From an optimization exercise on the open Yosys and OpenROAD flow, aimed at small area and a short achievable clock period; shortcuts taken in it are not production practice. The RTL was checked by simulation tests, not by an equivalence proof against the original design.

## flow/design.v

```verilog
`timescale 1ns / 1ps
module fmac (
    input  i_clk,
    input  i_reset_n,
    input  i_sel,
    input  [7:0] i_Act_E,
    input  [15:0][3:0] i_Act_M,
    input  [7:0] i_Weight_E,
    input  [15:0][3:0] i_Weight_M,
    input  [7:0]  i_ACC_E,
    input  [23:0] i_ACC_M,
    output logic [7:0] o_Weight_E,
    output logic [15:0][3:0] o_Weight_M,
    output logic [7:0] o_Act_E,
    output logic [15:0][7:0] o_Act_M,
    output logic [7:0]  o_ACC_E,
    output logic [23:0] o_ACC_M
    );
    wire sg0_1 = i_Act_M[0][3] ^ i_Weight_M[0][3];
    wire nsg0_2 = ~sg0_1;
    wire pp0_3 = i_Act_M[0][0] & i_Weight_M[0][0];
    wire pp0_4 = i_Act_M[0][0] & i_Weight_M[0][1];
    wire pp0_5 = i_Act_M[0][0] & i_Weight_M[0][2];
    wire pp0_6 = i_Act_M[0][1] & i_Weight_M[0][0];
    wire pp0_7 = i_Act_M[0][1] & i_Weight_M[0][1];
    wire pp0_8 = i_Act_M[0][1] & i_Weight_M[0][2];
    wire pp0_9 = i_Act_M[0][2] & i_Weight_M[0][0];
    wire pp0_10 = i_Act_M[0][2] & i_Weight_M[0][1];
    wire pp0_11 = i_Act_M[0][2] & i_Weight_M[0][2];
    wire h12 = pp0_4 ^ pp0_6;
    wire k13 = pp0_4 & pp0_6;
    wire s14 = pp0_5 ^ pp0_7 ^ pp0_9;
    wire c15 = (pp0_5 & pp0_7) | (pp0_9 & (pp0_5 ^ pp0_7));
    wire h16 = k13 ^ s14;
    wire k17 = k13 & s14;
    wire s18 = pp0_8 ^ pp0_10 ^ c15;
    wire c19 = (pp0_8 & pp0_10) | (c15 & (pp0_8 ^ pp0_10));
    wire h20 = k17 ^ s18;
    wire k21 = k17 & s18;
    wire s22 = pp0_11 ^ c19 ^ k21;
    wire c23 = (pp0_11 & c19) | (k21 & (pp0_11 ^ c19));
    wire x0_24 = h12 ^ sg0_1;
    wire x0_25 = h16 ^ sg0_1;
    wire x0_26 = h20 ^ sg0_1;
    wire x0_27 = s22 ^ sg0_1;
    wire x0_28 = c23 ^ sg0_1;
    wire sg1_29 = i_Act_M[1][3] ^ i_Weight_M[1][3];
    wire nsg1_30 = ~sg1_29;
    wire pp1_31 = i_Act_M[1][0] & i_Weight_M[1][0];
    wire pp1_32 = i_Act_M[1][0] & i_Weight_M[1][1];
    wire pp1_33 = i_Act_M[1][0] & i_Weight_M[1][2];
    wire pp1_34 = i_Act_M[1][1] & i_Weight_M[1][0];
    wire pp1_35 = i_Act_M[1][1] & i_Weight_M[1][1];
    wire pp1_36 = i_Act_M[1][1] & i_Weight_M[1][2];
    wire pp1_37 = i_Act_M[1][2] & i_Weight_M[1][0];
    wire pp1_38 = i_Act_M[1][2] & i_Weight_M[1][1];
    wire pp1_39 = i_Act_M[1][2] & i_Weight_M[1][2];
    wire h40 = pp1_32 ^ pp1_34;
    wire k41 = pp1_32 & pp1_34;
    wire s42 = pp1_33 ^ pp1_35 ^ pp1_37;
    wire c43 = (pp1_33 & pp1_35) | (pp1_37 & (pp1_33 ^ pp1_35));
    wire h44 = k41 ^ s42;
    wire k45 = k41 & s42;
    wire s46 = pp1_36 ^ pp1_38 ^ c43;
    wire c47 = (pp1_36 & pp1_38) | (c43 & (pp1_36 ^ pp1_38));
    wire h48 = k45 ^ s46;
    wire k49 = k45 & s46;
    wire s50 = pp1_39 ^ c47 ^ k49;
    wire c51 = (pp1_39 & c47) | (k49 & (pp1_39 ^ c47));
    wire x1_52 = h40 ^ sg1_29;
    wire x1_53 = h44 ^ sg1_29;
    wire x1_54 = h48 ^ sg1_29;
    wire x1_55 = s50 ^ sg1_29;
    wire x1_56 = c51 ^ sg1_29;
    wire sg2_57 = i_Act_M[2][3] ^ i_Weight_M[2][3];
    wire nsg2_58 = ~sg2_57;
    wire pp2_59 = i_Act_M[2][0] & i_Weight_M[2][0];
    wire pp2_60 = i_Act_M[2][0] & i_Weight_M[2][1];
    wire pp2_61 = i_Act_M[2][0] & i_Weight_M[2][2];
    wire pp2_62 = i_Act_M[2][1] & i_Weight_M[2][0];
    wire pp2_63 = i_Act_M[2][1] & i_Weight_M[2][1];
    wire pp2_64 = i_Act_M[2][1] & i_Weight_M[2][2];
    wire pp2_65 = i_Act_M[2][2] & i_Weight_M[2][0];
    wire pp2_66 = i_Act_M[2][2] & i_Weight_M[2][1];
    wire pp2_67 = i_Act_M[2][2] & i_Weight_M[2][2];
    wire h68 = pp2_60 ^ pp2_62;
    wire k69 = pp2_60 & pp2_62;
    wire s70 = pp2_61 ^ pp2_63 ^ pp2_65;
    wire c71 = (pp2_61 & pp2_63) | (pp2_65 & (pp2_61 ^ pp2_63));
    wire h72 = k69 ^ s70;
    wire k73 = k69 & s70;
    wire s74 = pp2_64 ^ pp2_66 ^ c71;
    wire c75 = (pp2_64 & pp2_66) | (c71 & (pp2_64 ^ pp2_66));
    wire h76 = k73 ^ s74;
    wire k77 = k73 & s74;
    wire s78 = pp2_67 ^ c75 ^ k77;
    wire c79 = (pp2_67 & c75) | (k77 & (pp2_67 ^ c75));
    wire x2_80 = h68 ^ sg2_57;
    wire x2_81 = h72 ^ sg2_57;
    wire x2_82 = h76 ^ sg2_57;
    wire x2_83 = s78 ^ sg2_57;
    wire x2_84 = c79 ^ sg2_57;
    wire sg3_85 = i_Act_M[3][3] ^ i_Weight_M[3][3];
    wire nsg3_86 = ~sg3_85;
    wire pp3_87 = i_Act_M[3][0] & i_Weight_M[3][0];
    wire pp3_88 = i_Act_M[3][0] & i_Weight_M[3][1];
    wire pp3_89 = i_Act_M[3][0] & i_Weight_M[3][2];
    wire pp3_90 = i_Act_M[3][1] & i_Weight_M[3][0];
    wire pp3_91 = i_Act_M[3][1] & i_Weight_M[3][1];
    wire pp3_92 = i_Act_M[3][1] & i_Weight_M[3][2];
    wire pp3_93 = i_Act_M[3][2] & i_Weight_M[3][0];
    wire pp3_94 = i_Act_M[3][2] & i_Weight_M[3][1];
    wire pp3_95 = i_Act_M[3][2] & i_Weight_M[3][2];
    wire h96 = pp3_88 ^ pp3_90;
    wire k97 = pp3_88 & pp3_90;
    wire s98 = pp3_89 ^ pp3_91 ^ pp3_93;
    wire c99 = (pp3_89 & pp3_91) | (pp3_93 & (pp3_89 ^ pp3_91));
    wire h100 = k97 ^ s98;
    wire k101 = k97 & s98;
    wire s102 = pp3_92 ^ pp3_94 ^ c99;
    wire c103 = (pp3_92 & pp3_94) | (c99 & (pp3_92 ^ pp3_94));
    wire h104 = k101 ^ s102;
    wire k105 = k101 & s102;
    wire s106 = pp3_95 ^ c103 ^ k105;
    wire c107 = (pp3_95 & c103) | (k105 & (pp3_95 ^ c103));
    wire x3_108 = h96 ^ sg3_85;
    wire x3_109 = h100 ^ sg3_85;
    wire x3_110 = h104 ^ sg3_85;
    wire x3_111 = s106 ^ sg3_85;
    wire x3_112 = c107 ^ sg3_85;
    wire sg4_113 = i_Act_M[4][3] ^ i_Weight_M[4][3];
    wire nsg4_114 = ~sg4_113;
    wire pp4_115 = i_Act_M[4][0] & i_Weight_M[4][0];
    wire pp4_116 = i_Act_M[4][0] & i_Weight_M[4][1];
    wire pp4_117 = i_Act_M[4][0] & i_Weight_M[4][2];
    wire pp4_118 = i_Act_M[4][1] & i_Weight_M[4][0];
    wire pp4_119 = i_Act_M[4][1] & i_Weight_M[4][1];
    wire pp4_120 = i_Act_M[4][1] & i_Weight_M[4][2];
    wire pp4_121 = i_Act_M[4][2] & i_Weight_M[4][0];
    wire pp4_122 = i_Act_M[4][2] & i_Weight_M[4][1];
    wire pp4_123 = i_Act_M[4][2] & i_Weight_M[4][2];
    wire h124 = pp4_116 ^ pp4_118;
    wire k125 = pp4_116 & pp4_118;
    wire s126 = pp4_117 ^ pp4_119 ^ pp4_121;
    wire c127 = (pp4_117 & pp4_119) | (pp4_121 & (pp4_117 ^ pp4_119));
    wire h128 = k125 ^ s126;
    wire k129 = k125 & s126;
    wire s130 = pp4_120 ^ pp4_122 ^ c127;
    wire c131 = (pp4_120 & pp4_122) | (c127 & (pp4_120 ^ pp4_122));
    wire h132 = k129 ^ s130;
    wire k133 = k129 & s130;
    wire s134 = pp4_123 ^ c131 ^ k133;
    wire c135 = (pp4_123 & c131) | (k133 & (pp4_123 ^ c131));
    wire x4_136 = h124 ^ sg4_113;
    wire x4_137 = h128 ^ sg4_113;
    wire x4_138 = h132 ^ sg4_113;
    wire x4_139 = s134 ^ sg4_113;
    wire x4_140 = c135 ^ sg4_113;
    wire sg5_141 = i_Act_M[5][3] ^ i_Weight_M[5][3];
    wire nsg5_142 = ~sg5_141;
    wire pp5_143 = i_Act_M[5][0] & i_Weight_M[5][0];
    wire pp5_144 = i_Act_M[5][0] & i_Weight_M[5][1];
    wire pp5_145 = i_Act_M[5][0] & i_Weight_M[5][2];
    wire pp5_146 = i_Act_M[5][1] & i_Weight_M[5][0];
    wire pp5_147 = i_Act_M[5][1] & i_Weight_M[5][1];
    wire pp5_148 = i_Act_M[5][1] & i_Weight_M[5][2];
    wire pp5_149 = i_Act_M[5][2] & i_Weight_M[5][0];
    wire pp5_150 = i_Act_M[5][2] & i_Weight_M[5][1];
    wire pp5_151 = i_Act_M[5][2] & i_Weight_M[5][2];
    wire h152 = pp5_144 ^ pp5_146;
    wire k153 = pp5_144 & pp5_146;
    wire s154 = pp5_145 ^ pp5_147 ^ pp5_149;
    wire c155 = (pp5_145 & pp5_147) | (pp5_149 & (pp5_145 ^ pp5_147));
    wire h156 = k153 ^ s154;
    wire k157 = k153 & s154;
    wire s158 = pp5_148 ^ pp5_150 ^ c155;
    wire c159 = (pp5_148 & pp5_150) | (c155 & (pp5_148 ^ pp5_150));
    wire h160 = k157 ^ s158;
    wire k161 = k157 & s158;
    wire s162 = pp5_151 ^ c159 ^ k161;
    wire c163 = (pp5_151 & c159) | (k161 & (pp5_151 ^ c159));
    wire x5_164 = h152 ^ sg5_141;
    wire x5_165 = h156 ^ sg5_141;
    wire x5_166 = h160 ^ sg5_141;
    wire x5_167 = s162 ^ sg5_141;
    wire x5_168 = c163 ^ sg5_141;
    wire sg6_169 = i_Act_M[6][3] ^ i_Weight_M[6][3];
    wire nsg6_170 = ~sg6_169;
    wire pp6_171 = i_Act_M[6][0] & i_Weight_M[6][0];
    wire pp6_172 = i_Act_M[6][0] & i_Weight_M[6][1];
    wire pp6_173 = i_Act_M[6][0] & i_Weight_M[6][2];
    wire pp6_174 = i_Act_M[6][1] & i_Weight_M[6][0];
    wire pp6_175 = i_Act_M[6][1] & i_Weight_M[6][1];
    wire pp6_176 = i_Act_M[6][1] & i_Weight_M[6][2];
    wire pp6_177 = i_Act_M[6][2] & i_Weight_M[6][0];
    wire pp6_178 = i_Act_M[6][2] & i_Weight_M[6][1];
    wire pp6_179 = i_Act_M[6][2] & i_Weight_M[6][2];
    wire h180 = pp6_172 ^ pp6_174;
    wire k181 = pp6_172 & pp6_174;
    wire s182 = pp6_173 ^ pp6_175 ^ pp6_177;
    wire c183 = (pp6_173 & pp6_175) | (pp6_177 & (pp6_173 ^ pp6_175));
    wire h184 = k181 ^ s182;
    wire k185 = k181 & s182;
    wire s186 = pp6_176 ^ pp6_178 ^ c183;
    wire c187 = (pp6_176 & pp6_178) | (c183 & (pp6_176 ^ pp6_178));
    wire h188 = k185 ^ s186;
    wire k189 = k185 & s186;
    wire s190 = pp6_179 ^ c187 ^ k189;
    wire c191 = (pp6_179 & c187) | (k189 & (pp6_179 ^ c187));
    wire x6_192 = h180 ^ sg6_169;
    wire x6_193 = h184 ^ sg6_169;
    wire x6_194 = h188 ^ sg6_169;
    wire x6_195 = s190 ^ sg6_169;
    wire x6_196 = c191 ^ sg6_169;
    wire sg7_197 = i_Act_M[7][3] ^ i_Weight_M[7][3];
    wire nsg7_198 = ~sg7_197;
    wire pp7_199 = i_Act_M[7][0] & i_Weight_M[7][0];
    wire pp7_200 = i_Act_M[7][0] & i_Weight_M[7][1];
    wire pp7_201 = i_Act_M[7][0] & i_Weight_M[7][2];
    wire pp7_202 = i_Act_M[7][1] & i_Weight_M[7][0];
    wire pp7_203 = i_Act_M[7][1] & i_Weight_M[7][1];
    wire pp7_204 = i_Act_M[7][1] & i_Weight_M[7][2];
    wire pp7_205 = i_Act_M[7][2] & i_Weight_M[7][0];
    wire pp7_206 = i_Act_M[7][2] & i_Weight_M[7][1];
    wire pp7_207 = i_Act_M[7][2] & i_Weight_M[7][2];
    wire h208 = pp7_200 ^ pp7_202;
    wire k209 = pp7_200 & pp7_202;
    wire s210 = pp7_201 ^ pp7_203 ^ pp7_205;
    wire c211 = (pp7_201 & pp7_203) | (pp7_205 & (pp7_201 ^ pp7_203));
    wire h212 = k209 ^ s210;
    wire k213 = k209 & s210;
    wire s214 = pp7_204 ^ pp7_206 ^ c211;
    wire c215 = (pp7_204 & pp7_206) | (c211 & (pp7_204 ^ pp7_206));
    wire h216 = k213 ^ s214;
    wire k217 = k213 & s214;
    wire s218 = pp7_207 ^ c215 ^ k217;
    wire c219 = (pp7_207 & c215) | (k217 & (pp7_207 ^ c215));
    wire x7_220 = h208 ^ sg7_197;
    wire x7_221 = h212 ^ sg7_197;
    wire x7_222 = h216 ^ sg7_197;
    wire x7_223 = s218 ^ sg7_197;
    wire x7_224 = c219 ^ sg7_197;
    wire sg8_225 = i_Act_M[8][3] ^ i_Weight_M[8][3];
    wire nsg8_226 = ~sg8_225;
    wire pp8_227 = i_Act_M[8][0] & i_Weight_M[8][0];
    wire pp8_228 = i_Act_M[8][0] & i_Weight_M[8][1];
    wire pp8_229 = i_Act_M[8][0] & i_Weight_M[8][2];
    wire pp8_230 = i_Act_M[8][1] & i_Weight_M[8][0];
    wire pp8_231 = i_Act_M[8][1] & i_Weight_M[8][1];
    wire pp8_232 = i_Act_M[8][1] & i_Weight_M[8][2];
    wire pp8_233 = i_Act_M[8][2] & i_Weight_M[8][0];
    wire pp8_234 = i_Act_M[8][2] & i_Weight_M[8][1];
    wire pp8_235 = i_Act_M[8][2] & i_Weight_M[8][2];
    wire h236 = pp8_228 ^ pp8_230;
    wire k237 = pp8_228 & pp8_230;
    wire s238 = pp8_229 ^ pp8_231 ^ pp8_233;
    wire c239 = (pp8_229 & pp8_231) | (pp8_233 & (pp8_229 ^ pp8_231));
    wire h240 = k237 ^ s238;
    wire k241 = k237 & s238;
    wire s242 = pp8_232 ^ pp8_234 ^ c239;
    wire c243 = (pp8_232 & pp8_234) | (c239 & (pp8_232 ^ pp8_234));
    wire h244 = k241 ^ s242;
    wire k245 = k241 & s242;
    wire s246 = pp8_235 ^ c243 ^ k245;
    wire c247 = (pp8_235 & c243) | (k245 & (pp8_235 ^ c243));
    wire x8_248 = h236 ^ sg8_225;
    wire x8_249 = h240 ^ sg8_225;
    wire x8_250 = h244 ^ sg8_225;
    wire x8_251 = s246 ^ sg8_225;
    wire x8_252 = c247 ^ sg8_225;
    wire sg9_253 = i_Act_M[9][3] ^ i_Weight_M[9][3];
    wire nsg9_254 = ~sg9_253;
    wire pp9_255 = i_Act_M[9][0] & i_Weight_M[9][0];
    wire pp9_256 = i_Act_M[9][0] & i_Weight_M[9][1];
    wire pp9_257 = i_Act_M[9][0] & i_Weight_M[9][2];
    wire pp9_258 = i_Act_M[9][1] & i_Weight_M[9][0];
    wire pp9_259 = i_Act_M[9][1] & i_Weight_M[9][1];
    wire pp9_260 = i_Act_M[9][1] & i_Weight_M[9][2];
    wire pp9_261 = i_Act_M[9][2] & i_Weight_M[9][0];
    wire pp9_262 = i_Act_M[9][2] & i_Weight_M[9][1];
    wire pp9_263 = i_Act_M[9][2] & i_Weight_M[9][2];
    wire h264 = pp9_256 ^ pp9_258;
    wire k265 = pp9_256 & pp9_258;
    wire s266 = pp9_257 ^ pp9_259 ^ pp9_261;
    wire c267 = (pp9_257 & pp9_259) | (pp9_261 & (pp9_257 ^ pp9_259));
    wire h268 = k265 ^ s266;
    wire k269 = k265 & s266;
    wire s270 = pp9_260 ^ pp9_262 ^ c267;
    wire c271 = (pp9_260 & pp9_262) | (c267 & (pp9_260 ^ pp9_262));
    wire h272 = k269 ^ s270;
    wire k273 = k269 & s270;
    wire s274 = pp9_263 ^ c271 ^ k273;
    wire c275 = (pp9_263 & c271) | (k273 & (pp9_263 ^ c271));
    wire x9_276 = h264 ^ sg9_253;
    wire x9_277 = h268 ^ sg9_253;
    wire x9_278 = h272 ^ sg9_253;
    wire x9_279 = s274 ^ sg9_253;
    wire x9_280 = c275 ^ sg9_253;
    wire sg10_281 = i_Act_M[10][3] ^ i_Weight_M[10][3];
    wire nsg10_282 = ~sg10_281;
    wire pp10_283 = i_Act_M[10][0] & i_Weight_M[10][0];
    wire pp10_284 = i_Act_M[10][0] & i_Weight_M[10][1];
    wire pp10_285 = i_Act_M[10][0] & i_Weight_M[10][2];
    wire pp10_286 = i_Act_M[10][1] & i_Weight_M[10][0];
    wire pp10_287 = i_Act_M[10][1] & i_Weight_M[10][1];
    wire pp10_288 = i_Act_M[10][1] & i_Weight_M[10][2];
    wire pp10_289 = i_Act_M[10][2] & i_Weight_M[10][0];
    wire pp10_290 = i_Act_M[10][2] & i_Weight_M[10][1];
    wire pp10_291 = i_Act_M[10][2] & i_Weight_M[10][2];
    wire h292 = pp10_284 ^ pp10_286;
    wire k293 = pp10_284 & pp10_286;
    wire s294 = pp10_285 ^ pp10_287 ^ pp10_289;
    wire c295 = (pp10_285 & pp10_287) | (pp10_289 & (pp10_285 ^ pp10_287));
    wire h296 = k293 ^ s294;
    wire k297 = k293 & s294;
    wire s298 = pp10_288 ^ pp10_290 ^ c295;
    wire c299 = (pp10_288 & pp10_290) | (c295 & (pp10_288 ^ pp10_290));
    wire h300 = k297 ^ s298;
    wire k301 = k297 & s298;
    wire s302 = pp10_291 ^ c299 ^ k301;
    wire c303 = (pp10_291 & c299) | (k301 & (pp10_291 ^ c299));
    wire x10_304 = h292 ^ sg10_281;
    wire x10_305 = h296 ^ sg10_281;
    wire x10_306 = h300 ^ sg10_281;
    wire x10_307 = s302 ^ sg10_281;
    wire x10_308 = c303 ^ sg10_281;
    wire sg11_309 = i_Act_M[11][3] ^ i_Weight_M[11][3];
    wire nsg11_310 = ~sg11_309;
    wire pp11_311 = i_Act_M[11][0] & i_Weight_M[11][0];
    wire pp11_312 = i_Act_M[11][0] & i_Weight_M[11][1];
    wire pp11_313 = i_Act_M[11][0] & i_Weight_M[11][2];
    wire pp11_314 = i_Act_M[11][1] & i_Weight_M[11][0];
    wire pp11_315 = i_Act_M[11][1] & i_Weight_M[11][1];
    wire pp11_316 = i_Act_M[11][1] & i_Weight_M[11][2];
    wire pp11_317 = i_Act_M[11][2] & i_Weight_M[11][0];
    wire pp11_318 = i_Act_M[11][2] & i_Weight_M[11][1];
    wire pp11_319 = i_Act_M[11][2] & i_Weight_M[11][2];
    wire h320 = pp11_312 ^ pp11_314;
    wire k321 = pp11_312 & pp11_314;
    wire s322 = pp11_313 ^ pp11_315 ^ pp11_317;
    wire c323 = (pp11_313 & pp11_315) | (pp11_317 & (pp11_313 ^ pp11_315));
    wire h324 = k321 ^ s322;
    wire k325 = k321 & s322;
    wire s326 = pp11_316 ^ pp11_318 ^ c323;
    wire c327 = (pp11_316 & pp11_318) | (c323 & (pp11_316 ^ pp11_318));
    wire h328 = k325 ^ s326;
    wire k329 = k325 & s326;
    wire s330 = pp11_319 ^ c327 ^ k329;
    wire c331 = (pp11_319 & c327) | (k329 & (pp11_319 ^ c327));
    wire x11_332 = h320 ^ sg11_309;
    wire x11_333 = h324 ^ sg11_309;
    wire x11_334 = h328 ^ sg11_309;
    wire x11_335 = s330 ^ sg11_309;
    wire x11_336 = c331 ^ sg11_309;
    wire sg12_337 = i_Act_M[12][3] ^ i_Weight_M[12][3];
    wire nsg12_338 = ~sg12_337;
    wire pp12_339 = i_Act_M[12][0] & i_Weight_M[12][0];
    wire pp12_340 = i_Act_M[12][0] & i_Weight_M[12][1];
    wire pp12_341 = i_Act_M[12][0] & i_Weight_M[12][2];
    wire pp12_342 = i_Act_M[12][1] & i_Weight_M[12][0];
    wire pp12_343 = i_Act_M[12][1] & i_Weight_M[12][1];
    wire pp12_344 = i_Act_M[12][1] & i_Weight_M[12][2];
    wire pp12_345 = i_Act_M[12][2] & i_Weight_M[12][0];
    wire pp12_346 = i_Act_M[12][2] & i_Weight_M[12][1];
    wire pp12_347 = i_Act_M[12][2] & i_Weight_M[12][2];
    wire h348 = pp12_340 ^ pp12_342;
    wire k349 = pp12_340 & pp12_342;
    wire s350 = pp12_341 ^ pp12_343 ^ pp12_345;
    wire c351 = (pp12_341 & pp12_343) | (pp12_345 & (pp12_341 ^ pp12_343));
    wire h352 = k349 ^ s350;
    wire k353 = k349 & s350;
    wire s354 = pp12_344 ^ pp12_346 ^ c351;
    wire c355 = (pp12_344 & pp12_346) | (c351 & (pp12_344 ^ pp12_346));
    wire h356 = k353 ^ s354;
    wire k357 = k353 & s354;
    wire s358 = pp12_347 ^ c355 ^ k357;
    wire c359 = (pp12_347 & c355) | (k357 & (pp12_347 ^ c355));
    wire x12_360 = h348 ^ sg12_337;
    wire x12_361 = h352 ^ sg12_337;
    wire x12_362 = h356 ^ sg12_337;
    wire x12_363 = s358 ^ sg12_337;
    wire x12_364 = c359 ^ sg12_337;
    wire sg13_365 = i_Act_M[13][3] ^ i_Weight_M[13][3];
    wire nsg13_366 = ~sg13_365;
    wire pp13_367 = i_Act_M[13][0] & i_Weight_M[13][0];
    wire pp13_368 = i_Act_M[13][0] & i_Weight_M[13][1];
    wire pp13_369 = i_Act_M[13][0] & i_Weight_M[13][2];
    wire pp13_370 = i_Act_M[13][1] & i_Weight_M[13][0];
    wire pp13_371 = i_Act_M[13][1] & i_Weight_M[13][1];
    wire pp13_372 = i_Act_M[13][1] & i_Weight_M[13][2];
    wire pp13_373 = i_Act_M[13][2] & i_Weight_M[13][0];
    wire pp13_374 = i_Act_M[13][2] & i_Weight_M[13][1];
    wire pp13_375 = i_Act_M[13][2] & i_Weight_M[13][2];
    wire h376 = pp13_368 ^ pp13_370;
    wire k377 = pp13_368 & pp13_370;
    wire s378 = pp13_369 ^ pp13_371 ^ pp13_373;
    wire c379 = (pp13_369 & pp13_371) | (pp13_373 & (pp13_369 ^ pp13_371));
    wire h380 = k377 ^ s378;
    wire k381 = k377 & s378;
    wire s382 = pp13_372 ^ pp13_374 ^ c379;
    wire c383 = (pp13_372 & pp13_374) | (c379 & (pp13_372 ^ pp13_374));
    wire h384 = k381 ^ s382;
    wire k385 = k381 & s382;
    wire s386 = pp13_375 ^ c383 ^ k385;
    wire c387 = (pp13_375 & c383) | (k385 & (pp13_375 ^ c383));
    wire x13_388 = h376 ^ sg13_365;
    wire x13_389 = h380 ^ sg13_365;
    wire x13_390 = h384 ^ sg13_365;
    wire x13_391 = s386 ^ sg13_365;
    wire x13_392 = c387 ^ sg13_365;
    wire sg14_393 = i_Act_M[14][3] ^ i_Weight_M[14][3];
    wire nsg14_394 = ~sg14_393;
    wire pp14_395 = i_Act_M[14][0] & i_Weight_M[14][0];
    wire pp14_396 = i_Act_M[14][0] & i_Weight_M[14][1];
    wire pp14_397 = i_Act_M[14][0] & i_Weight_M[14][2];
    wire pp14_398 = i_Act_M[14][1] & i_Weight_M[14][0];
    wire pp14_399 = i_Act_M[14][1] & i_Weight_M[14][1];
    wire pp14_400 = i_Act_M[14][1] & i_Weight_M[14][2];
    wire pp14_401 = i_Act_M[14][2] & i_Weight_M[14][0];
    wire pp14_402 = i_Act_M[14][2] & i_Weight_M[14][1];
    wire pp14_403 = i_Act_M[14][2] & i_Weight_M[14][2];
    wire h404 = pp14_396 ^ pp14_398;
    wire k405 = pp14_396 & pp14_398;
    wire s406 = pp14_397 ^ pp14_399 ^ pp14_401;
    wire c407 = (pp14_397 & pp14_399) | (pp14_401 & (pp14_397 ^ pp14_399));
    wire h408 = k405 ^ s406;
    wire k409 = k405 & s406;
    wire s410 = pp14_400 ^ pp14_402 ^ c407;
    wire c411 = (pp14_400 & pp14_402) | (c407 & (pp14_400 ^ pp14_402));
    wire h412 = k409 ^ s410;
    wire k413 = k409 & s410;
    wire s414 = pp14_403 ^ c411 ^ k413;
    wire c415 = (pp14_403 & c411) | (k413 & (pp14_403 ^ c411));
    wire x14_416 = h404 ^ sg14_393;
    wire x14_417 = h408 ^ sg14_393;
    wire x14_418 = h412 ^ sg14_393;
    wire x14_419 = s414 ^ sg14_393;
    wire x14_420 = c415 ^ sg14_393;
    wire sg15_421 = i_Act_M[15][3] ^ i_Weight_M[15][3];
    wire nsg15_422 = ~sg15_421;
    wire pp15_423 = i_Act_M[15][0] & i_Weight_M[15][0];
    wire pp15_424 = i_Act_M[15][0] & i_Weight_M[15][1];
    wire pp15_425 = i_Act_M[15][0] & i_Weight_M[15][2];
    wire pp15_426 = i_Act_M[15][1] & i_Weight_M[15][0];
    wire pp15_427 = i_Act_M[15][1] & i_Weight_M[15][1];
    wire pp15_428 = i_Act_M[15][1] & i_Weight_M[15][2];
    wire pp15_429 = i_Act_M[15][2] & i_Weight_M[15][0];
    wire pp15_430 = i_Act_M[15][2] & i_Weight_M[15][1];
    wire pp15_431 = i_Act_M[15][2] & i_Weight_M[15][2];
    wire h432 = pp15_424 ^ pp15_426;
    wire k433 = pp15_424 & pp15_426;
    wire s434 = pp15_425 ^ pp15_427 ^ pp15_429;
    wire c435 = (pp15_425 & pp15_427) | (pp15_429 & (pp15_425 ^ pp15_427));
    wire h436 = k433 ^ s434;
    wire k437 = k433 & s434;
    wire s438 = pp15_428 ^ pp15_430 ^ c435;
    wire c439 = (pp15_428 & pp15_430) | (c435 & (pp15_428 ^ pp15_430));
    wire h440 = k437 ^ s438;
    wire k441 = k437 & s438;
    wire s442 = pp15_431 ^ c439 ^ k441;
    wire c443 = (pp15_431 & c439) | (k441 & (pp15_431 ^ c439));
    wire x15_444 = h432 ^ sg15_421;
    wire x15_445 = h436 ^ sg15_421;
    wire x15_446 = h440 ^ sg15_421;
    wire x15_447 = s442 ^ sg15_421;
    wire x15_448 = c443 ^ sg15_421;
    wire q449 = ~(pp0_3 ^ pp1_31);
    wire o450 = pp0_3 | pp1_31;
    wire s451 = pp2_59 ^ pp3_87 ^ pp4_115;
    wire c452 = (pp2_59 & pp3_87) | (pp4_115 & (pp2_59 ^ pp3_87));
    wire s453 = pp5_143 ^ pp6_171 ^ pp7_199;
    wire c454 = (pp5_143 & pp6_171) | (pp7_199 & (pp5_143 ^ pp6_171));
    wire s455 = pp8_227 ^ pp9_255 ^ pp10_283;
    wire c456 = (pp8_227 & pp9_255) | (pp10_283 & (pp8_227 ^ pp9_255));
    wire s457 = pp11_311 ^ pp12_339 ^ pp13_367;
    wire c458 = (pp11_311 & pp12_339) | (pp13_367 & (pp11_311 ^ pp12_339));
    wire s459 = pp14_395 ^ pp15_423 ^ q449;
    wire c460 = (pp14_395 & pp15_423) | (q449 & (pp14_395 ^ pp15_423));
    wire s461 = s451 ^ s453 ^ s455;
    wire c462 = (s451 & s453) | (s455 & (s451 ^ s453));
    wire s463 = s457 ^ s459 ^ s461;
    wire c464 = (s457 & s459) | (s461 & (s457 ^ s459));
    wire q465 = ~((sg0_1 & ~pp0_3) ^ (sg1_29 & ~pp1_31));
    wire o466 = (sg0_1 & ~pp0_3) | (sg1_29 & ~pp1_31);
    wire s467 = (sg2_57 & ~pp2_59) ^ (sg3_85 & ~pp3_87) ^ (sg4_113 & ~pp4_115);
    wire c468 = ((sg2_57 & ~pp2_59) & (sg3_85 & ~pp3_87)) | ((sg4_113 & ~pp4_115) & ((sg2_57 & ~pp2_59) ^ (sg3_85 & ~pp3_87)));
    wire s469 = (sg5_141 & ~pp5_143) ^ (sg6_169 & ~pp6_171) ^ (sg7_197 & ~pp7_199);
    wire c470 = ((sg5_141 & ~pp5_143) & (sg6_169 & ~pp6_171)) | ((sg7_197 & ~pp7_199) & ((sg5_141 & ~pp5_143) ^ (sg6_169 & ~pp6_171)));
    wire s471 = (sg8_225 & ~pp8_227) ^ (sg9_253 & ~pp9_255) ^ (sg10_281 & ~pp10_283);
    wire c472 = ((sg8_225 & ~pp8_227) & (sg9_253 & ~pp9_255)) | ((sg10_281 & ~pp10_283) & ((sg8_225 & ~pp8_227) ^ (sg9_253 & ~pp9_255)));
    wire s473 = (sg11_309 & ~pp11_311) ^ (sg12_337 & ~pp12_339) ^ (sg13_365 & ~pp13_367);
    wire c474 = ((sg11_309 & ~pp11_311) & (sg12_337 & ~pp12_339)) | ((sg13_365 & ~pp13_367) & ((sg11_309 & ~pp11_311) ^ (sg12_337 & ~pp12_339)));
    wire s475 = (sg14_393 & ~pp14_395) ^ (sg15_421 & ~pp15_423) ^ o450;
    wire c476 = ((sg14_393 & ~pp14_395) & (sg15_421 & ~pp15_423)) | (o450 & ((sg14_393 & ~pp14_395) ^ (sg15_421 & ~pp15_423)));
    wire s477 = c452 ^ c454 ^ c456;
    wire c478 = (c452 & c454) | (c456 & (c452 ^ c454));
    wire s479 = c458 ^ q465 ^ x0_24;
    wire c480 = (c458 & q465) | (x0_24 & (c458 ^ q465));
    wire s481 = x1_52 ^ x2_80 ^ x3_108;
    wire c482 = (x1_52 & x2_80) | (x3_108 & (x1_52 ^ x2_80));
    wire s483 = x4_136 ^ x5_164 ^ x6_192;
    wire c484 = (x4_136 & x5_164) | (x6_192 & (x4_136 ^ x5_164));
    wire s485 = x7_220 ^ x8_248 ^ x9_276;
    wire c486 = (x7_220 & x8_248) | (x9_276 & (x7_220 ^ x8_248));
    wire s487 = x10_304 ^ x11_332 ^ x12_360;
    wire c488 = (x10_304 & x11_332) | (x12_360 & (x10_304 ^ x11_332));
    wire s489 = x13_388 ^ x14_416 ^ x15_444;
    wire c490 = (x13_388 & x14_416) | (x15_444 & (x13_388 ^ x14_416));
    wire s491 = s467 ^ s469 ^ s471;
    wire c492 = (s467 & s469) | (s471 & (s467 ^ s469));
    wire s493 = s473 ^ c460 ^ s475;
    wire c494 = (s473 & c460) | (s475 & (s473 ^ c460));
    wire s495 = c462 ^ s477 ^ s479;
    wire c496 = (c462 & s477) | (s479 & (c462 ^ s477));
    wire s497 = s481 ^ s483 ^ s485;
    wire c498 = (s481 & s483) | (s485 & (s481 ^ s483));
    wire s499 = s487 ^ s489 ^ s491;
    wire c500 = (s487 & s489) | (s491 & (s487 ^ s489));
    wire s501 = s493 ^ c464 ^ s495;
    wire c502 = (s493 & c464) | (s495 & (s493 ^ c464));
    wire s503 = s497 ^ s499 ^ s501;
    wire c504 = (s497 & s499) | (s501 & (s497 ^ s499));
    wire q505 = ~(o466 ^ c468);
    wire o506 = o466 | c468;
    wire s507 = c470 ^ c472 ^ c474;
    wire c508 = (c470 & c472) | (c474 & (c470 ^ c472));
    wire s509 = c476 ^ q505 ^ c478;
    wire c510 = (c476 & q505) | (c478 & (c476 ^ q505));
    wire s511 = c480 ^ c482 ^ c484;
    wire c512 = (c480 & c482) | (c484 & (c480 ^ c482));
    wire s513 = c486 ^ c488 ^ c490;
    wire c514 = (c486 & c488) | (c490 & (c486 ^ c488));
    wire s515 = x0_25 ^ x1_53 ^ x2_81;
    wire c516 = (x0_25 & x1_53) | (x2_81 & (x0_25 ^ x1_53));
    wire s517 = x3_109 ^ x4_137 ^ x5_165;
    wire c518 = (x3_109 & x4_137) | (x5_165 & (x3_109 ^ x4_137));
    wire s519 = x6_193 ^ x7_221 ^ x8_249;
    wire c520 = (x6_193 & x7_221) | (x8_249 & (x6_193 ^ x7_221));
    wire s521 = x9_277 ^ x10_305 ^ x11_333;
    wire c522 = (x9_277 & x10_305) | (x11_333 & (x9_277 ^ x10_305));
    wire s523 = x12_361 ^ x13_389 ^ x14_417;
    wire c524 = (x12_361 & x13_389) | (x14_417 & (x12_361 ^ x13_389));
    wire s525 = x15_445 ^ c492 ^ s507;
    wire c526 = (x15_445 & c492) | (s507 & (x15_445 ^ c492));
    wire s527 = c494 ^ s509 ^ s511;
    wire c528 = (c494 & s509) | (s511 & (c494 ^ s509));
    wire s529 = s513 ^ c496 ^ c498;
    wire c530 = (s513 & c496) | (c498 & (s513 ^ c496));
    wire s531 = s515 ^ s517 ^ s519;
    wire c532 = (s515 & s517) | (s519 & (s515 ^ s517));
    wire s533 = s521 ^ s523 ^ s525;
    wire c534 = (s521 & s523) | (s525 & (s521 ^ s523));
    wire s535 = c500 ^ c502 ^ s527;
    wire c536 = (c500 & c502) | (s527 & (c500 ^ c502));
    wire s537 = s529 ^ s531 ^ s533;
    wire c538 = (s529 & s531) | (s533 & (s529 ^ s531));
    wire s539 = c504 ^ s535 ^ s537;
    wire c540 = (c504 & s535) | (s537 & (c504 ^ s535));
    wire q541 = ~(o506 ^ c508);
    wire o542 = o506 | c508;
    wire s543 = c510 ^ q541 ^ c512;
    wire c544 = (c510 & q541) | (c512 & (c510 ^ q541));
    wire s545 = c514 ^ x0_26 ^ x1_54;
    wire c546 = (c514 & x0_26) | (x1_54 & (c514 ^ x0_26));
    wire s547 = x2_82 ^ x3_110 ^ x4_138;
    wire c548 = (x2_82 & x3_110) | (x4_138 & (x2_82 ^ x3_110));
    wire s549 = x5_166 ^ x6_194 ^ x7_222;
    wire c550 = (x5_166 & x6_194) | (x7_222 & (x5_166 ^ x6_194));
    wire s551 = x8_250 ^ x9_278 ^ x10_306;
    wire c552 = (x8_250 & x9_278) | (x10_306 & (x8_250 ^ x9_278));
    wire s553 = x11_334 ^ x12_362 ^ x13_390;
    wire c554 = (x11_334 & x12_362) | (x13_390 & (x11_334 ^ x12_362));
    wire s555 = x14_418 ^ x15_446 ^ c516;
    wire c556 = (x14_418 & x15_446) | (c516 & (x14_418 ^ x15_446));
    wire s557 = c518 ^ c520 ^ c522;
    wire c558 = (c518 & c520) | (c522 & (c518 ^ c520));
    wire s559 = c524 ^ c526 ^ s543;
    wire c560 = (c524 & c526) | (s543 & (c524 ^ c526));
    wire s561 = c528 ^ c530 ^ c532;
    wire c562 = (c528 & c530) | (c532 & (c528 ^ c530));
    wire s563 = s545 ^ s547 ^ s549;
    wire c564 = (s545 & s547) | (s549 & (s545 ^ s547));
    wire s565 = s551 ^ s553 ^ s555;
    wire c566 = (s551 & s553) | (s555 & (s551 ^ s553));
    wire s567 = s557 ^ c534 ^ c536;
    wire c568 = (s557 & c534) | (c536 & (s557 ^ c534));
    wire s569 = s559 ^ s561 ^ s563;
    wire c570 = (s559 & s561) | (s563 & (s559 ^ s561));
    wire s571 = s565 ^ c538 ^ s567;
    wire c572 = (s565 & c538) | (s567 & (s565 ^ c538));
    wire s573 = s569 ^ c540 ^ s571;
    wire c574 = (s569 & c540) | (s571 & (s569 ^ c540));
    wire q575 = ~(o542 ^ c544);
    wire o576 = o542 | c544;
    wire s577 = x0_27 ^ x1_55 ^ x2_83;
    wire c578 = (x0_27 & x1_55) | (x2_83 & (x0_27 ^ x1_55));
    wire s579 = x3_111 ^ x4_139 ^ x5_167;
    wire c580 = (x3_111 & x4_139) | (x5_167 & (x3_111 ^ x4_139));
    wire s581 = x6_195 ^ x7_223 ^ x8_251;
    wire c582 = (x6_195 & x7_223) | (x8_251 & (x6_195 ^ x7_223));
    wire s583 = x9_279 ^ x10_307 ^ x11_335;
    wire c584 = (x9_279 & x10_307) | (x11_335 & (x9_279 ^ x10_307));
    wire s585 = x12_363 ^ x13_391 ^ x14_419;
    wire c586 = (x12_363 & x13_391) | (x14_419 & (x12_363 ^ x13_391));
    wire s587 = x15_447 ^ c546 ^ c548;
    wire c588 = (x15_447 & c546) | (c548 & (x15_447 ^ c546));
    wire s589 = c550 ^ c552 ^ c554;
    wire c590 = (c550 & c552) | (c554 & (c550 ^ c552));
    wire s591 = c556 ^ c558 ^ q575;
    wire c592 = (c556 & c558) | (q575 & (c556 ^ c558));
    wire s593 = c560 ^ s577 ^ s579;
    wire c594 = (c560 & s577) | (s579 & (c560 ^ s577));
    wire s595 = s581 ^ s583 ^ s585;
    wire c596 = (s581 & s583) | (s585 & (s581 ^ s583));
    wire s597 = c562 ^ c564 ^ c566;
    wire c598 = (c562 & c564) | (c566 & (c562 ^ c564));
    wire s599 = s587 ^ s589 ^ s591;
    wire c600 = (s587 & s589) | (s591 & (s587 ^ s589));
    wire s601 = c568 ^ s593 ^ s595;
    wire c602 = (c568 & s593) | (s595 & (c568 ^ s593));
    wire s603 = c570 ^ s597 ^ s599;
    wire c604 = (c570 & s597) | (s599 & (c570 ^ s597));
    wire s605 = c572 ^ s601 ^ s603;
    wire c606 = (c572 & s601) | (s603 & (c572 ^ s601));
    wire q607 = ~(x0_28 ^ x1_56);
    wire o608 = x0_28 | x1_56;
    wire s609 = x2_84 ^ x3_112 ^ x4_140;
    wire c610 = (x2_84 & x3_112) | (x4_140 & (x2_84 ^ x3_112));
    wire s611 = x5_168 ^ x6_196 ^ x7_224;
    wire c612 = (x5_168 & x6_196) | (x7_224 & (x5_168 ^ x6_196));
    wire s613 = x8_252 ^ x9_280 ^ x10_308;
    wire c614 = (x8_252 & x9_280) | (x10_308 & (x8_252 ^ x9_280));
    wire s615 = x11_336 ^ x12_364 ^ x13_392;
    wire c616 = (x11_336 & x12_364) | (x13_392 & (x11_336 ^ x12_364));
    wire s617 = x14_420 ^ x15_448 ^ o576;
    wire c618 = (x14_420 & x15_448) | (o576 & (x14_420 ^ x15_448));
    wire s619 = q607 ^ c578 ^ c580;
    wire c620 = (q607 & c578) | (c580 & (q607 ^ c578));
    wire s621 = c582 ^ c584 ^ c586;
    wire c622 = (c582 & c584) | (c586 & (c582 ^ c584));
    wire s623 = s609 ^ s611 ^ s613;
    wire c624 = (s609 & s611) | (s613 & (s609 ^ s611));
    wire s625 = s615 ^ c588 ^ c590;
    wire c626 = (s615 & c588) | (c590 & (s615 ^ c588));
    wire s627 = c592 ^ s617 ^ c594;
    wire c628 = (c592 & s617) | (c594 & (c592 ^ s617));
    wire s629 = c596 ^ s619 ^ s621;
    wire c630 = (c596 & s619) | (s621 & (c596 ^ s619));
    wire s631 = s623 ^ c598 ^ s625;
    wire c632 = (s623 & c598) | (s625 & (s623 ^ c598));
    wire s633 = c600 ^ c602 ^ s627;
    wire c634 = (c600 & c602) | (s627 & (c600 ^ c602));
    wire s635 = s629 ^ s631 ^ c604;
    wire c636 = (s629 & s631) | (c604 & (s629 ^ s631));
    wire s637 = s633 ^ c606 ^ s635;
    wire c638 = (s633 & c606) | (s635 & (s633 ^ c606));
    wire q639 = ~(nsg0_2 ^ nsg1_30);
    wire o640 = nsg0_2 | nsg1_30;
    wire s641 = nsg2_58 ^ nsg3_86 ^ nsg4_114;
    wire c642 = (nsg2_58 & nsg3_86) | (nsg4_114 & (nsg2_58 ^ nsg3_86));
    wire s643 = nsg5_142 ^ nsg6_170 ^ nsg7_198;
    wire c644 = (nsg5_142 & nsg6_170) | (nsg7_198 & (nsg5_142 ^ nsg6_170));
    wire s645 = nsg8_226 ^ nsg9_254 ^ nsg10_282;
    wire c646 = (nsg8_226 & nsg9_254) | (nsg10_282 & (nsg8_226 ^ nsg9_254));
    wire s647 = nsg11_310 ^ nsg12_338 ^ nsg13_366;
    wire c648 = (nsg11_310 & nsg12_338) | (nsg13_366 & (nsg11_310 ^ nsg12_338));
    wire s649 = nsg14_394 ^ nsg15_422 ^ q639;
    wire c650 = (nsg14_394 & nsg15_422) | (q639 & (nsg14_394 ^ nsg15_422));
    wire s651 = s641 ^ s643 ^ s645;
    wire c652 = (s641 & s643) | (s645 & (s641 ^ s643));
    wire s653 = s647 ^ s649 ^ s651;
    wire c654 = (s647 & s649) | (s651 & (s647 ^ s649));
    wire s655 = s653 ^ o608 ^ c610;
    wire c656 = (s653 & o608) | (c610 & (s653 ^ o608));
    wire s657 = c612 ^ c614 ^ c616;
    wire c658 = (c612 & c614) | (c616 & (c612 ^ c614));
    wire s659 = c618 ^ c620 ^ c622;
    wire c660 = (c618 & c620) | (c622 & (c618 ^ c620));
    wire s661 = c624 ^ s655 ^ s657;
    wire c662 = (c624 & s655) | (s657 & (c624 ^ s655));
    wire s663 = c626 ^ c628 ^ c630;
    wire c664 = (c626 & c628) | (c630 & (c626 ^ c628));
    wire s665 = s659 ^ s661 ^ c632;
    wire c666 = (s659 & s661) | (c632 & (s659 ^ s661));
    wire s667 = c634 ^ s663 ^ s665;
    wire c668 = (c634 & s663) | (s665 & (c634 ^ s663));
    wire s669 = c636 ^ s667 ^ c638;
    wire c670 = (c636 & s667) | (c638 & (c636 ^ s667));
    wire q671 = ~(o640 ^ c642);
    wire o672 = o640 | c642;
    wire s673 = c644 ^ c646 ^ c648;
    wire c674 = (c644 & c646) | (c648 & (c644 ^ c646));
    wire s675 = c650 ^ q671 ^ c652;
    wire c676 = (c650 & q671) | (c652 & (c650 ^ q671));
    wire s677 = s673 ^ s675 ^ c654;
    wire c678 = (s673 & s675) | (c654 & (s673 ^ s675));
    wire s679 = s677 ^ c656 ^ c658;
    wire c680 = (s677 & c656) | (c658 & (s677 ^ c656));
    wire s681 = c660 ^ c662 ^ s679;
    wire c682 = (c660 & c662) | (s679 & (c660 ^ c662));
    wire s683 = c664 ^ s681 ^ c666;
    wire c684 = (c664 & s681) | (c666 & (c664 ^ s681));
    wire s685 = c668 ^ s683 ^ c670;
    wire c686 = (c668 & s683) | (c670 & (c668 ^ s683));
    wire q687 = ~(o672 ^ c674);
    wire o688 = o672 | c674;
    wire s689 = q687 ^ c676 ^ c678;
    wire c690 = (q687 & c676) | (c678 & (q687 ^ c676));
    wire s691 = s689 ^ c680 ^ c682;
    wire c692 = (s689 & c680) | (c682 & (s689 ^ c680));
    wire s693 = s691 ^ c684 ^ c686;
    wire c694 = (s691 & c684) | (c686 & (s691 ^ c684));
    wire q695 = ~(o688 ^ c690);
    wire o696 = o688 | c690;
    wire s697 = q695 ^ c692 ^ c694;
    wire c698 = (q695 & c692) | (c694 & (q695 ^ c692));
    wire [10:0] X = {o696, s697, s693, s685, s669, s637, c574, s573, s539, s503, s463};
    wire [10:0] Y = {c698, 1'b0, 1'b0, 1'b0, 1'b0, 1'b0, s605, 1'b0, 1'b0, 1'b0, 1'b0};
    wire [10:0] cg = X & Y;
    wire [10:0] cp = X ^ Y;
    wire gg699 = cg[1] | (cp[1] & cg[0]);
    wire gp700 = cp[1] & cp[0];
    wire gg701 = cg[2] | (cp[2] & cg[1]);
    wire gp702 = cp[2] & cp[1];
    wire gg703 = cg[3] | (cp[3] & cg[2]);
    wire gp704 = cp[3] & cp[2];
    wire gg705 = cg[4] | (cp[4] & cg[3]);
    wire gp706 = cp[4] & cp[3];
    wire gg707 = cg[5] | (cp[5] & cg[4]);
    wire gp708 = cp[5] & cp[4];
    wire gg709 = cg[6] | (cp[6] & cg[5]);
    wire gp710 = cp[6] & cp[5];
    wire gg711 = cg[7] | (cp[7] & cg[6]);
    wire gp712 = cp[7] & cp[6];
    wire gg713 = cg[8] | (cp[8] & cg[7]);
    wire gp714 = cp[8] & cp[7];
    wire gg715 = cg[9] | (cp[9] & cg[8]);
    wire gp716 = cp[9] & cp[8];
    wire gg717 = cg[10] | (cp[10] & cg[9]);
    wire gp718 = cp[10] & cp[9];
    wire gg719 = gg701 | (gp702 & cg[0]);
    wire gp720 = gp702 & cp[0];
    wire gg721 = gg703 | (gp704 & gg699);
    wire gp722 = gp704 & gp700;
    wire gg723 = gg705 | (gp706 & gg701);
    wire gp724 = gp706 & gp702;
    wire gg725 = gg707 | (gp708 & gg703);
    wire gp726 = gp708 & gp704;
    wire gg727 = gg709 | (gp710 & gg705);
    wire gp728 = gp710 & gp706;
    wire gg729 = gg711 | (gp712 & gg707);
    wire gp730 = gp712 & gp708;
    wire gg731 = gg713 | (gp714 & gg709);
    wire gp732 = gp714 & gp710;
    wire gg733 = gg715 | (gp716 & gg711);
    wire gp734 = gp716 & gp712;
    wire gg735 = gg717 | (gp718 & gg713);
    wire gp736 = gp718 & gp714;
    wire gg737 = gg723 | (gp724 & cg[0]);
    wire gp738 = gp724 & cp[0];
    wire gg739 = gg725 | (gp726 & gg699);
    wire gp740 = gp726 & gp700;
    wire gg741 = gg727 | (gp728 & gg719);
    wire gp742 = gp728 & gp720;
    wire gg743 = gg729 | (gp730 & gg721);
    wire gp744 = gp730 & gp722;
    wire gg745 = gg731 | (gp732 & gg723);
    wire gp746 = gp732 & gp724;
    wire gg747 = gg733 | (gp734 & gg725);
    wire gp748 = gp734 & gp726;
    wire gg749 = gg735 | (gp736 & gg727);
    wire gp750 = gp736 & gp728;
    wire gg751 = gg745 | (gp746 & cg[0]);
    wire gp752 = gp746 & cp[0];
    wire gg753 = gg747 | (gp748 & gg699);
    wire gp754 = gp748 & gp700;
    wire gg755 = gg749 | (gp750 & gg719);
    wire gp756 = gp750 & gp720;
    wire [10:0] T = {(cp[10] ^ gg753), (cp[9] ^ gg751), (cp[8] ^ gg743), (cp[7] ^ gg741), (cp[6] ^ gg739), (cp[5] ^ gg737), (cp[4] ^ gg721), (cp[3] ^ gg719), (cp[2] ^ gg699), (cp[1] ^ cg[0]), (cp[0])};
    wire [10:0] U = {(cp[10] ^ (gg753 | gp754)), (cp[9] ^ (gg751 | gp752)), (cp[8] ^ (gg743 | gp744)), (cp[7] ^ (gg741 | gp742)), (cp[6] ^ (gg739 | gp740)), (cp[5] ^ (gg737 | gp738)), (cp[4] ^ (gg721 | gp722)), (cp[3] ^ (gg719 | gp720)), (cp[2] ^ (gg699 | gp700)), (cp[1] ^ (cg[0] | cp[0])), (~cp[0])};
    wire       sgn  = U[10];
    wire [9:0] mag  = sgn ? ~T[9:0] : U[9:0];
    wire       zero = &(X ^ Y);                 
    function automatic [3:0] lzc10(input [9:0] v);
        lzc10 = 4'd9;
        for (int k = 0; k < 10; k = k + 1)
            if (v[k]) lzc10 = 4'(9 - k);
    endfunction
    wire [3:0] lz_p = lzc10(U[9:0]);
    wire [3:0] lz_n = lzc10(~T[9:0]);
    wire [3:0] lz   = sgn ? lz_n : lz_p;
    wire [9:0] m4 = mag << lz;
    wire [8:0] e   = {1'b0, i_Act_E} + {1'b0, i_Weight_E};
    wire [9:0] e3  = {1'b0, e} + 10'd3;
    wire [5:0] eh  = e3[9:4];
    wire [5:0] ehm = e3[9:4] - 6'd1;
    wire [4:0] xl  = {1'b0, e3[3:0]} - {1'b0, lz};
    wire       bw  = xl[4];
    wire [7:0] xe  = {bw ? ehm[3:0] : eh[3:0], xl[3:0]};
    wire       lo15 = &xl[3:0];
    wire       ovf0 = (eh  >= 6'd16) | ((eh  == 6'd15) & lo15);
    wire       ovf1 = (ehm >= 6'd16) & (eh != 6'd0) | ((ehm == 6'd15) & lo15);
    wire       ovf = bw ? ovf1 : ovf0;                
    wire       unf = bw & (eh == 6'd0);               
    wire [9:0] fu  = mag << e[2:0];                   
    logic [7:0]  fp_exp;
    logic [23:0] fp_man;
    always_comb begin
        if (zero) begin
            fp_exp = e[7:0];
            fp_man = 24'd0;
        end else if (ovf) begin
            fp_exp = 8'hFF;
            fp_man = 24'd0;
        end else if (unf) begin
            fp_exp = 8'd0;
            fp_man = {sgn, fu, 13'd0};
        end else begin
            fp_exp = xe;
            fp_man = {sgn, m4[8:0], 1'b0, 13'd0};
        end
    end
    always_ff @ (posedge i_clk or negedge i_reset_n) begin
        if (~i_reset_n) begin
            o_Act_E    <= 0;
            o_Weight_E <= 0;
            o_ACC_E    <= 0;
            o_ACC_M    <= 0;
            o_Act_M    <= 0;
            o_Weight_M <= 0;
        end else begin
            o_Act_E    <= i_Act_E;
            o_Weight_E <= i_Weight_E;
            o_ACC_E    <= fp_exp;
            o_ACC_M    <= fp_man;
            for (int j = 0; j < 16; j = j + 1) begin
                o_Act_M[j]    <= {4'd0, i_Act_M[j]};
                o_Weight_M[j] <= i_Weight_M[j];
            end
        end
    end
endmodule
module fmac_top (
    input          i_clk,
    input          i_reset_n,
    input          i_sel,
    input  [7:0]   i_Act_E,
    input  [63:0]  i_Act_M,
    input  [7:0]   i_Weight_E,
    input  [63:0]  i_Weight_M,
    input  [7:0]   i_ACC_E,
    input  [23:0]  i_ACC_M,
    output [7:0]   o_Weight_E,
    output [63:0]  o_Weight_M,
    output [7:0]   o_Act_E,
    output [127:0] o_Act_M,
    output [7:0]   o_ACC_E,
    output [23:0]  o_ACC_M
);
    fmac u_fmac (
        .i_clk      (i_clk),
        .i_reset_n  (i_reset_n),
        .i_sel      (i_sel),
        .i_Act_E    (i_Act_E),
        .i_Act_M    (i_Act_M),
        .i_Weight_E (i_Weight_E),
        .i_Weight_M (i_Weight_M),
        .i_ACC_E    (i_ACC_E),
        .i_ACC_M    (i_ACC_M),
        .o_Weight_E (o_Weight_E),
        .o_Weight_M (o_Weight_M),
        .o_Act_E    (o_Act_E),
        .o_Act_M    (o_Act_M),
        .o_ACC_E    (o_ACC_E),
        .o_ACC_M    (o_ACC_M)
    );
endmodule
```

## flow/flow/run.sh

```bash
#!/bin/bash
# Own layout flow: the standard ORFS flow, with two changes:
#  - synthesis leaves adders to ABC (no full/half-adder cell extraction),
#  - port buffers use the smallest buffer cell.
set -euo pipefail
bash standard.sh ADDER_MAP_FILE= \
  "BUFFER_PORTS_ARGS=-buffer_cell sky130_fd_sc_hd__buf_1" \
  SETUP_SLACK_MARGIN=8.9 finish > run_flow.log 2>&1
```

## flow/standard.sh

```bash
#!/bin/bash
# synth_recipe.tcl (not shown) runs the flow's synth.tcl, then flattens the netlist and writes it again
# the make line also repeats each setting of config.mk as NAME=value (left out here)
make -C /OpenROAD-flow-scripts/flow DESIGN_CONFIG=/design/flow/config.mk WORK_HOME=/design/flow/orfs CLKGATE_MAP_FILE= SYNTH_SCRIPT=/design/flow/synth_recipe.tcl "${@:-finish}"
```

## flow/config.mk

```make
export PLATFORM = sky130hd
export DESIGN_NAME = fmac_top
export DESIGN_NICKNAME = fmac_top
export VERILOG_FILES = /design/flow/design.v
export SDC_FILE = /design/flow/constraint.sdc
export NUM_CORES = 4
export LEC_CHECK = 0
export ABC_AREA = 1
export CAP_MARGIN = 20
export CORE_MARGIN = 2
export CORE_UTILIZATION = 40
export CTS_BUF_LIST = sky130_fd_sc_hd__clkbuf_8
export SLEW_MARGIN = 20
```

## flow/constraint.sdc

```tcl
create_clock -name core_clock -period 18.0 [get_ports {i_clk}]
set_input_delay 3.6000 -clock core_clock [delete_from_list [all_inputs] [get_ports {i_clk}]]
set_output_delay 3.6000 -clock core_clock [all_outputs]
set_load 0.01 [all_outputs]
```

==> impl_metrics.yaml, run 1 <==
clocking:
  cts_tree: "done"
  cts_max_path_buffers: 2
  ctsHoldBuffers: 0
  cts-root-buf: "clkbuf_8"
  clock_sinks: 163
  path_clk_slew_ps: 90
  numCtsBuffers: 17
  htreeDepth: 4
setup_path:
  crit_path_frequent_cell: "nand2_1"
  path_max_fanout: 9
  cpMaxStageDelayCell: "nand3b_1"
  worstSetupEndpointType: "flip-flop"
  crit_start: "i_Weight_M[49]"
  critPathRequiredTime_ps: 18420
  critPathMaxStageDelay_ps: 300
  path_class: "primary input to flip-flop"
  cp-start-kind: "primary input"
  arrival_ps: 9080
  crit_end: "u_fmac.o_ACC_E[0]"
grt:
  grt_overflow: 0
  antenna_found_initial: 0
  grt_pass1_wl_um: 69300
  grt_pass1_vias: 14900
  grt_max_degree: 77
  grt_use_total_pct: 20.9
floorplan:
  start_util_pct: 40.6
  ios: 419
  core_area_um2: 38700
  fp.dieW_um: 202
  die_h_um: 202
  fp-row-count: 72
  die_area_um2: 40900
timing:
  relSlewSlack_pct: 37.5
  fin_crit_ps: 8660
  hold_viol: 0
  fin_setup_tns_ps: 0
  drv_slew: 0
  rsz0062_at_grt: "yes"
  fmax_mhz: 115
  finalCritPeriodShare_pct: 48.1
  fin_ws_ps: 9340
  tightest_slew_ps: 938
  setup_violations: 0
detailed_routing:
  vias_per_cell: 4.77
  wl_um: 43600
  ant_nets: 0
  wl_per_cell_um: 12.3
  num_vias: 16900
  drc: 0
  drt_iter0_drc: 814
  drt_first_pass_iters: 5
yosys:
  synth_common_cells: "1215 x nand2_1, 308 x inv_1, 268 x nand3_1"
  synth_area_leaders: "nand2_1 29%, dfrtp_1 26%, nand3_1 8.5%, inv_1 7.4%, buf_4 3.8%"
  ys_warn_count: 1
  ys_seq_area_share_pct: 26.0
  synth_top_area_share_pct: 29.0
  synth_edf_count: 0
  postSynthAreaPerCell_um2: 5.85
  synth_cell_types: 53
  synth.cell_area_um2: 15700
  syn_inst: 2684
  yosysTopAreaCell: "nand2_1"
  ys_async_sr_fraction_pct: 100
  synth_ff_type: "dfrtp_1"
  synth.most_common_cell: "nand2_1"
  synth-seq-cells: 163
cells_and_area:
  drive_above_1_share_pct: 10.3
  area_delta_synth_final_pct: 16.3
  n_fill_cell: 4144
  multi_input_area_um2: 10500
  seq_area_um2: 4080
  diodes: 0
  finalNetCount: 3200
placement:
  post-place-ws_ps: 8250
  dpl.hpwl_um: 36200
  io_buffers: 308
  gp_congestion: 0.880
outcome:
  outcome: "no timing/DRC/antenna violations"
run:
  drv_cap: 0
hold_path:
  hold_path_class: "primary input to asynchronous set/reset pin"
==> area by class of cell <==
type	count	area share (%)
Inverter	330	6.82
Clock buffer	17	1.28
Sequential cell	163	22.3
Multi-Input combinational cell	2185	57.7
Clock inverter	15	0.993
Tap cell	518	3.55
Timing Repair Buffer	324	7.30
==> state kept, by name, indices dropped and copies added, names as in the netlist <==
name,cells
u_fmac.o_ACC_E,8
u_fmac.o_Weight_M,64
u_fmac.o_Act_M,64
u_fmac.o_ACC_M,11
u_fmac.o_Act_E,8
u_fmac.o_Weight_E,8
==> worst min path at each step <==
stage | startpoint | to | cells past startpoint
5_1_grt | i_reset_n | u_fmac.o_Act_M[48] | 1
3_3_place_gp | i_reset_n | u_fmac.o_Act_M[40] | 1
3_5_place_dp | i_reset_n | u_fmac.o_Act_M[48] | 1
6_report | i_reset_n | u_fmac.o_Act_M[48] | 1
4_1_cts | i_reset_n | u_fmac.o_Act_M[48] | 1
2_1_floorplan | i_reset_n | u_fmac.o_ACC_E[0] | 0
==> per-layer routing <==
layer / share of wire, % / vias to the layer above / track usage (%) / routed length [um]
li1: - / 8918 / - / -
met1: 47 / 7533 / 27.5 / 20400
met2: 45 / 452 / 34.7 / 19600
met3: 6.6 / 42 / 4.16 / 2880
met4: 1.8 / 0 / 6.36 / 799
met5: 0 / - / 0 / 0
==> critical path: cells and delay by family <==
kind / cells / cell delay (ps)
AND/OR/NAND/NOR: 35 / 4560
buffers and inverters: 5 / 580
XOR/XNOR: 1 / 240
AO/OA/AOI/OAI: 1 / 60
==> stage by stage <==
step | area (um^2) | std cells | hold slack, ps | util, %
after floorplan | 16000 | 2760 | 3300 | -
after global placement | 17200 | 3503 | 3550 | 44.4
after detailed placement | 17200 | 3503 | 3540 | 44.4
after CTS | 17600 | 3536 | 2930 | 45.5
after global routing | 18300 | 3552 | 2960 | 47.2
final | 18300 | 3552 | 2970 | 47.2
==> what timing repair did <==
item | CTS | global route
cloned | 1 | 2
resized for setup | 0 | 159
pin swaps | 1 | 25
setup buffers | 0 | 14
endpoints found under the setup margin | 10 | 19
==> layout by cell type (no fill, tap or decap), types with 46 or more instances in the layout <==
cell     instances
buf_1          275
nand3_1        258
conb_1          77
inv_1          307
nor2_1         142
nand2_2         78
nand2_1       1180
o21ai_0         81
xor2_1          46
dfrtp_1        163
==> logic make-up (layout without fill, tap and decap cells) <==
kind of cell | Yosys count | after routing | share of synthesized area [%]
and+or+nand+nor | 1808 | 1811 | 49.2
adders and majority gates | 5 | 5 | 0.326
other | 1 | 77 | 0.0239
DFF | 163 | 163 | 26.0
xor gates and xnor gates | 77 | 77 | 4.53
AOI/OAI and AO/OA | 215 | 215 | 8.06
buffers and inverters | 415 | 686 | 11.9
==> inputs of run 2 (changes only) <==
--- a/flow/flow/run.sh
+++ b/flow/flow/run.sh
@@ -7,2 +7,2 @@
   "BUFFER_PORTS_ARGS=-buffer_cell sky130_fd_sc_hd__buf_1" \
-  SETUP_SLACK_MARGIN=8.9 finish > run_flow.log 2>&1
+  SETUP_SLACK_MARGIN=8.9 RECOVER_POWER=100 finish > run_flow.log 2>&1
--- a/flow/config.mk
+++ b/flow/config.mk
@@ -11,3 +11,2 @@
 export CORE_UTILIZATION = 40
-export CTS_BUF_LIST = sky130_fd_sc_hd__clkbuf_8
 export SLEW_MARGIN = 20
==> run 2 against run 1 <==
  * Now fails the layout checks on capacitance limit, slew limit
  * Final cell count grew 0.11%
  * Final area rose by 0.92%
  * Worst hold slack gained 290 ps
  * Sequential share of layout area down 0.20 points
  * Sequential cell count did not move
  * Via count is 0.28% higher
  * Global-route usage hardly changed
  * Largest cell class unchanged
==> impl_metrics.yaml, run 2 <==
cells_and_area:
  final_common_cell: "nand2_1"
  area_delta_synth_final_pct: 17.3
  n_fill_cell: 4153
  finalNetCount: 3204
  drive_above_1_share_pct: 9.35
  reg_top3: "u_fmac.o_Act_M (64), u_fmac.o_Weight_M (64), u_fmac.o_ACC_M (11)"
  final_cell_mix: "1177 x nand2_1, 306 x inv_1, 263 x nand3_1, 262 x buf_1, 163 x dfrtp_1"
  diodes: 0
  final_core_util_pct: 47.6
floorplan:
  fp.dieW_um: 202
  core_area_um2: 38700
  ios: 419
  fp-row-count: 72
  die_area_um2: 40900
  start_util_pct: 40.6
  die_h_um: 202
yosys:
  synth_area_leaders: "nand2_1 29%, dfrtp_1 26%, nand3_1 8.5%, inv_1 7.4%, buf_4 3.8%"
  ys_async_sr_fraction_pct: 100
  synth_ff_type: "dfrtp_1"
  synth_edf_count: 0
  synth_cell_types: 53
  yosysTopAreaCell: "nand2_1"
  ys_seq_area_share_pct: 26.0
  synth_common_cells: "1215 x nand2_1, 308 x inv_1, 268 x nand3_1"
  synth.most_common_cell: "nand2_1"
  synth_top_area_share_pct: 29.0
  postSynthAreaPerCell_um2: 5.85
  ys_warn_count: 1
  syn_inst: 2684
  synth.cell_area_um2: 15700
  synth-seq-cells: 163
clocking:
  ctsHoldBuffers: 0
  path_clk_slew_ps: 70
  cts_tree: "done"
  htreeDepth: 4
  cts_max_path_buffers: 2
  clock_sinks: 163
  cts-root-buf: "clkbuf_16"
  numCtsBuffers: 17
placement:
  dpl.hpwl_um: 36200
  gp_congestion: 0.880
  post-place-ws_ps: 8250
  io_buffers: 308
setup_path:
  crit_end: "u_fmac.o_ACC_M[23]"
  crit_start: "i_Act_M[4]"
  path_class: "primary input to flip-flop"
  critPathMaxStageDelay_ps: 350
  cp-start-kind: "primary input"
  path_max_fanout: 8
  critPathBufInv: 2
  critPathRequiredTime_ps: 18340
  cp_top_family: "simple AND/OR/NAND/NOR gates"
  arrival_ps: 10030
  crit_path_frequent_cell: "nand2_1"
  cpMaxStageDelayCell: "nand2_1"
  worstSetupEndpointType: "flip-flop"
  path_depth: 41
timing:
  fin_crit_ps: 9690
  relSlewSlack_pct: -158
  finalCritPeriodShare_pct: 53.8
  fmax_mhz: 103
  setup_violations: 0
  drv_slew: 142
  tightest_slew_ps: 3870
  rsz0062_at_grt: "no"
  hold_viol: 0
  fin_ws_ps: 8310
  fin_setup_tns_ps: 0
hold_path:
  hold_path_class: "primary input to flip-flop"
  whs_path_depth: 1
grt:
  grt_max_degree: 77
  grt_use_total_pct: 20.9
  grt_pass1_vias: 14800
  grt_pass1_wl_um: 69300
  grt_overflow: 0
  antenna_found_initial: 0
detailed_routing:
  drt_iter0_drc: 844
  drt_first_pass_iters: 6
  vias_per_cell: 4.78
  num_vias: 17000
  drc: 0
  wl_per_cell_um: 12.3
  ant_nets: 0
  wl_um: 43800
outcome:
  outcome: "complete, but fails checks"
  violatedChecks: "capacitance limit, slew limit"
run:
  drv_cap: 2
[run 2: cell counts after synthesis]
Identical to the previous run, type by type.
[run 2: how the worst min path moves through the flow]
stage                            from            endpoint  slack [ps]
final                      i_Act_M[3]   u_fmac.o_Act_M[3]        3270
after CTS                   i_reset_n  u_fmac.o_Act_M[48]        3020
after floorplan             i_reset_n   u_fmac.o_ACC_E[0]        3300
after global placement      i_reset_n  u_fmac.o_Act_M[40]        3550
after detailed placement    i_reset_n  u_fmac.o_Act_M[48]        3540
after global routing      i_Act_M[19]  u_fmac.o_Act_M[35]        3240
[run 2: timing repair]
action / 4_1_cts / 5_1_grt
gates resized for setup: 0 / 191
cloned: 1 / 2
pin swaps: 1 / 28
endpoints found under the setup margin: 15 / 19
buffers inserted: 0 / 18
[run 2: area by class of cell]
class,instances,area (um^2),area share [%]
clock buffer,17,425,2.31
multi-input combinational,2185,10500,57.2
inverter,330,1250,6.77
clock inverter,15,181,0.984
tap,518,648,3.52
sequential,163,4080,22.1
timing repair buffer,328,1310,7.11
[run 2: logic make-up after synthesis]
family / after synthesis / share of synthesized area, %
adders and majority gates: 5 / 0.326
DFF: 163 / 26.0
buffers and inverters: 415 / 11.9
AOI/OAI and AO/OA: 215 / 8.06
xor gates and xnor gates: 77 / 4.53
other: 1 / 0.0239
and+or+nand+nor: 1808 / 49.2
[run 2: through the flow]
step	cell area, um^2	hold WS [ps]	instances
after CTS	17800	3020	3536
after global routing	18400	3240	3556
after detailed placement	17200	3540	3503
after floorplan	16000	3300	2760
after global placement	17200	3550	3503
final	18400	3270	3556
[run 2: metal layers]
metal | up-vias | wire length, um | track usage [%]
met5 | - | 0 | 0
met4 | 0 | 729 | 5.53
met3 | 39 | 2700 | 4.21
met2 | 448 | 19700 | 35.0
met1 | 7577 | 20600 | 27.5
li1 | 8929 | - | -

## port drivers added, routing unchanged
Ports are ideal in the flow. The routed layouts listed here were re-timed in OpenROAD.
Step 1 assumes that a clkbuf_16 drives the clock port and a buf_2 every other input.
Step 2 adds t to the input delays and takes it off the output delays; t is the mean of the earliest and latest rising clock arrival at the registers after step 1. Input paths then give back, and output paths get back, about the clock's delay inside the block.
Three values: ideal, step 1, step 2; two values: the first two.
run	t (ns)	setup slack, ns	worst data-port slew with drivers (ns)
run 1	0.585	9.339 / 9.348 / 8.763	0.07
run 2	0.517	8.314 / 8.344 / 7.827	0.07
For run 1, which loses most, drivers alone change the setup slack by +0.009 ns; drivers and shift together by -0.576 ns.
